Background: an optimization exercise with open tools, aiming at small area, a short achievable clock period and few clock cycles. Do not read the settings as production practice.
RTL that was checked went through simulation tests only; none was proved equivalent to the original.

Design recon_top_level, start of the top module:
module recon_top_level #(parameter WIDTH = 15)(
  input  [WIDTH:0] Xo, Zo, Yo,
  input            clk,
  input            ext_reset,
  input  [1:0]     sel,
  output [WIDTH:0] mac_out,
  output [WIDTH:0] f,
  input            af_en,
  output           complete
);
Size in the first run: roughly 72 flip-flops, roughly 9400 um2 of cells after synthesis.
make LEC_CHECK=0 CAP_MARGIN=20 CORE_MARGIN=2 CORE_UTILIZATION=40 SETUP_SLACK_MARGIN=5 SLEW_MARGIN=20 finish   # period 8.5 ns
run.sh (not shown) runs the stock make flow with config.mk's settings and CLKGATE_MAP_FILE= SYNTH_SCRIPT=/design/flow/synth_recipe.tcl, a recipe that flattens the netlist after the stock synthesis.
The starting point completed without violations.
Testbench counts at the start, summed over its fixed seeds: cycles 36,243.
Next try:
- SETUP_SLACK_MARGIN: 5 -> not set
- The new run completed without violations
- design area drops by a quarter to a third
- via count drops by roughly a tenth
- non-clock buffer count drops by 174
- die area stays the same
- worst setup slack degrades by 1500 ps
- routed wire length drops by about a fifth

---

Another version of the RTL of recon_top_level (not shown whole).
Size: about 1300 cells after synthesis, roughly 85 flip-flops, roughly 0.011 sq mm of cells after synthesis.
Settings: LEC_CHECK=0, CAP_MARGIN=20, CORE_MARGIN=2, CORE_UTILIZATION=40, SLEW_MARGIN=20; clock period 8.5 ns.
The first run went through all stages and came out clean.
Then changed:
--- a/flow/config.mk
+++ b/flow/config.mk
@@ -10,2 +10,3 @@
 export CORE_UTILIZATION = 40
+export SETUP_SLACK_MARGIN = 3
 export SLEW_MARGIN = 20
The changed run passed the timing, DRC and antenna checks.
Utilization grows by 6.2 points.
Area after synthesis is unchanged.
Worst setup slack gets better by 1.2 ns.
No functional check of the RTL was part of any run of this note.

---

job 820:
Another version of the RTL of recon_top_level (not shown whole).
// recon_top_level
module recon_top_level #(parameter WIDTH = 15)(
  input  [WIDTH:0] Xo, Zo, Yo,
  input            clk,
  input            ext_reset,
  input  [1:0]     sel,
  output [WIDTH:0] mac_out,
  output [WIDTH:0] f,
  input            af_en,
  output           complete
);
  reg [15:0] X, Y, Z, M;
  reg [3:0]  cnt;
  reg        mac, hyp, pre1, pre2, dv;
  reg        three;            
  reg        dr;               
  reg        zfirst;           
  reg        last;             
  reg        s0, s1, af;       
  reg        done;
  assign mac_out  = M;
  assign f        = s1 ? ((s0 || !M[15]) ? M : 16'h0000) : Z;
  assign complete = done;
  function [15:0] divop(input [15:0] w);
    divop = {w[15], w[14:0] >> 2};
  endfunction
  wire dy0 = dr;
  wire dy1 = three & Z[1];
  wire dy2 = three & Z[2];
  wire [31:0] xsx = {{16{X[15]}}, X} >> cnt;
  wire [31:0] ysx = {{16{Y[15]}}, Y} >> cnt;
  wire [15:0] xs = hyp ? xsx[15:0] : X;
  wire [15:0] ys = ysx[15:0];
  wire [15:0] e0 = xs ^ {16{dy0}};
  wire [15:0] t0 = X ^ {16{dy0}};
  wire [15:0] t1 = three ? ({X[15], X[15:1]} ^ {16{dy1}}) : 16'h0000;
  wire [15:0] t2 = three ? ({{2{X[15]}}, X[15:2]} ^ {16{dy2}}) : 16'h0000;
  wire [15:0] y_n;
  wadd3 yadd (.y(Y), .t0(t0), .t1(t1), .t2(t2), .e0(e0), .cin0(dy0),
              .cin1(dy1), .cin2(dy2), .three(three), .r(y_n));
  wire dx = hyp & dr;
  wire [15:0] x_n;
  wadd xadd (.a(X), .b(ys ^ {16{dx}}), .cin(dx), .r(x_n));
  wire [15:0] rz = cnt == 4'd1 ? 16'h0232 :
                   cnt == 4'd2 ? 16'h0106 :
                   cnt == 4'd3 ? 16'h0081 : 16'h0400 >> cnt;
  wire [15:0] z_n;
  wadd zadd (.a(zfirst ? M : Z), .b(dr ? rz : ~rz), .cin(~dr), .r(z_n));
  wire       zin = Zo[15:11] == 5'b00000 || Zo[15:11] == 5'b11111;
  wire [9:0] dvec = zin ? {~Zo[2], ~Zo[3], ~Zo[4], ~Zo[5], ~Zo[6], ~Zo[7],
  ...
export LEC_CHECK = 0
export ABC_AREA = 1
export CAP_MARGIN = 20
export CORE_MARGIN = 2
export CORE_UTILIZATION = 40
export SETUP_SLACK_MARGIN = 4.5
export SLEW_MARGIN = 20
create_clock -name core_clock -period 8.5 [get_ports {clk}]
standard.sh (not shown) runs the stock make flow with config.mk's settings and CLKGATE_MAP_FILE= SYNTH_SCRIPT=/design/flow/synth_recipe.tcl, a recipe that flattens the netlist after the stock synthesis.
==> flow/flow/run.sh <==
#!/bin/bash
# The standard layout (standard.sh, unchanged synthesis and steps); the only
# difference: the input and output port buffers are buf_2 cells instead of the
# default pick (a delay buffer). Every tool's output goes to make.log here, and
# ORFS keeps each step's own log under orfs/logs/.
set -euo pipefail
export BUFFER_PORTS_ARGS="-buffer_cell sky130_fd_sc_hd__buf_2"
bash standard.sh > make.log 2>&1
Job 820 did not stop at any stage, and its layout met the timing, DRC and antenna checks.
Testbench counts of job 820, summed over its fixed seeds: cycles 22,142.
What job 4434 does differently from job 820 at the input level:
# job 820
export LEC_CHECK = 0
export ABC_AREA = 1
export CAP_MARGIN = 20
export CORE_MARGIN = 2
export CORE_UTILIZATION = 40
export SETUP_SLACK_MARGIN = 4.5
export SLEW_MARGIN = 20
create_clock -name core_clock -period 8.5 [get_ports {clk}]
# job 4434
export LEC_CHECK = 0
export ABC_AREA = 1
export CAP_MARGIN = 20
export CORE_MARGIN = 2
export CORE_UTILIZATION = 40
export SETUP_SLACK_MARGIN = 4
export SLEW_MARGIN = 20
create_clock -name core_clock -period 8.5 [get_ports {clk}]
Notes after the runs:
- Job 4434 vs. job 820: logic depth of the worst path, buffers included down 10, post-layout instance count excluding filler cells down 39, number of multi-input logic gates did not really move, area taken by multi-input logic gates went down 460 um2.
- Delta (job 4434 minus job 820): actual transition at the worst max-transition pin moved down; placement-stage worst setup slack moved down.
- Job 4434 vs. job 820: number of buffers created by CTS essentially unchanged.
- Compared with job 820, job 4434 has less setup slack.
- Re tightest slew margin relative to the limit: job 820 and job 4434 aren't equal, and the lower value belongs to job 820.
--- input diff job 4434..job 4534 ---
# job 4434
export LEC_CHECK = 0
export ABC_AREA = 1
export CAP_MARGIN = 20
export CORE_MARGIN = 2
export CORE_UTILIZATION = 40
export SETUP_SLACK_MARGIN = 4
export SLEW_MARGIN = 20
create_clock -name core_clock -period 8.5 [get_ports {clk}]
# job 4534
export LEC_CHECK = 0
export ABC_AREA = 1
export CAP_MARGIN = 20
export CORE_MARGIN = 2
export CORE_UTILIZATION = 40
export SETUP_SLACK_MARGIN = 3.5
export SLEW_MARGIN = 20
create_clock -name core_clock -period 8.5 [get_ports {clk}]
### Flow results
- Job 4534 | status: complete | timing, DRC, antenna: pass
- Job 4434 tops out at a higher clock frequency than job 4534.
- NOTE routed wire length job 4434->job 4534 decreased slightly
- Relative to job 4434, job 4534 improves post-route cell area.
- Against job 4434 as the reference, job 4534 delivers a higher highest net fanout along the worst path.
Setup changes, job 4534 to job 1894
# job 4534
export LEC_CHECK = 0
export ABC_AREA = 1
export CAP_MARGIN = 20
export CORE_MARGIN = 2
export CORE_UTILIZATION = 40
export SETUP_SLACK_MARGIN = 3.5
export SLEW_MARGIN = 20
create_clock -name core_clock -period 8.5 [get_ports {clk}]
# job 1894
export LEC_CHECK = 0
export ABC_AREA = 1
export CAP_MARGIN = 20
export CORE_MARGIN = 2
export CORE_UTILIZATION = 40
export SETUP_SLACK_MARGIN = 4
export SLEW_MARGIN = 20
create_clock -name core_clock -period 8.5 [get_ports {clk}]
==> flow/run.sh (new file) <==
#!/bin/bash
# synth_recipe.tcl (not shown) runs the flow's synth.tcl, then flattens the netlist and writes it again
# the make line also repeats each setting of config.mk as NAME=value (left out here)
make -C /OpenROAD-flow-scripts/flow DESIGN_CONFIG=/design/flow/config.mk WORK_HOME=/design/flow/orfs CLKGATE_MAP_FILE= SYNTH_SCRIPT=/design/flow/synth_recipe.tcl finish
removed: flow/flow/run.sh
removed: flow/standard.sh
### Flow results
Synthesized area: job 1894 vs job 4534 identical
Of job 1894 and job 4534, the run reporting the higher met2 wirelength from detailed routing was job 1894.
Taking job 4534 as the reference, in job 1894 number of ordinary and repair buffers in the finished layout up 25; HPWL reported at the end of detailed placement up 2.3%.
Re global-route usage: job 1894 is 1.1 points up on job 4534.
Changes observed in job 1894 relative to job 4534: compound-cell area share of the yosys netlist barely changed; worst slew margin relative to its limit lower.
Between job 1894 and job 4534, it is job 1894 whose number of buffers added for setup after CTS is higher, by 8.

## afterwards: timing with drivers on the ports
Ports are ideal in the flow. The routed layouts listed here were re-timed in OpenROAD.
Step 1 assumes that a clkbuf_16 drives the clock port and a buf_2 every other input.
Step 2 times the ports against the registers' clock, not the clock port: input delays grow and output delays shrink by t, the midpoint of the rising clock arrivals with the driver on.
a / b / c = ideal / step 1 / step 2; a / b = the first two.
run	t, ns	slack for setup (ns)	worst register clock-pin slew, ns	worst slew at a driven data input, ns
the first run of note 1	0.410	2.652 / 2.537 / 2.127	0.07 / 0.07	0.19
the second run of note 1	0.404	1.106 / 1.131 / 0.727	0.07 / 0.07	0.04
the first run of note 2	0.397	1.356 / 1.356 / 1.356	0.08 / 0.08	0.04
the second run of note 2	0.399	2.541 / 2.541 / 2.541	0.08 / 0.08	0.05
job 820	0.409	4.243 / 4.243 / 4.209	0.08 / 0.08	0.05
job 4434	0.410	4.154 / 4.154 / 3.892	0.08 / 0.08	0.05
job 4534	0.409	3.700 / 3.700 / 3.543	0.07 / 0.07	0.05
job 1894	0.409	4.141 / 4.097 / 3.937	0.08 / 0.08	0.05
After both steps every run listed still meets setup and hold. The setup slack of the first run of note 1, which loses most, moves by -0.115 ns with the drivers and by -0.525 ns with both steps.
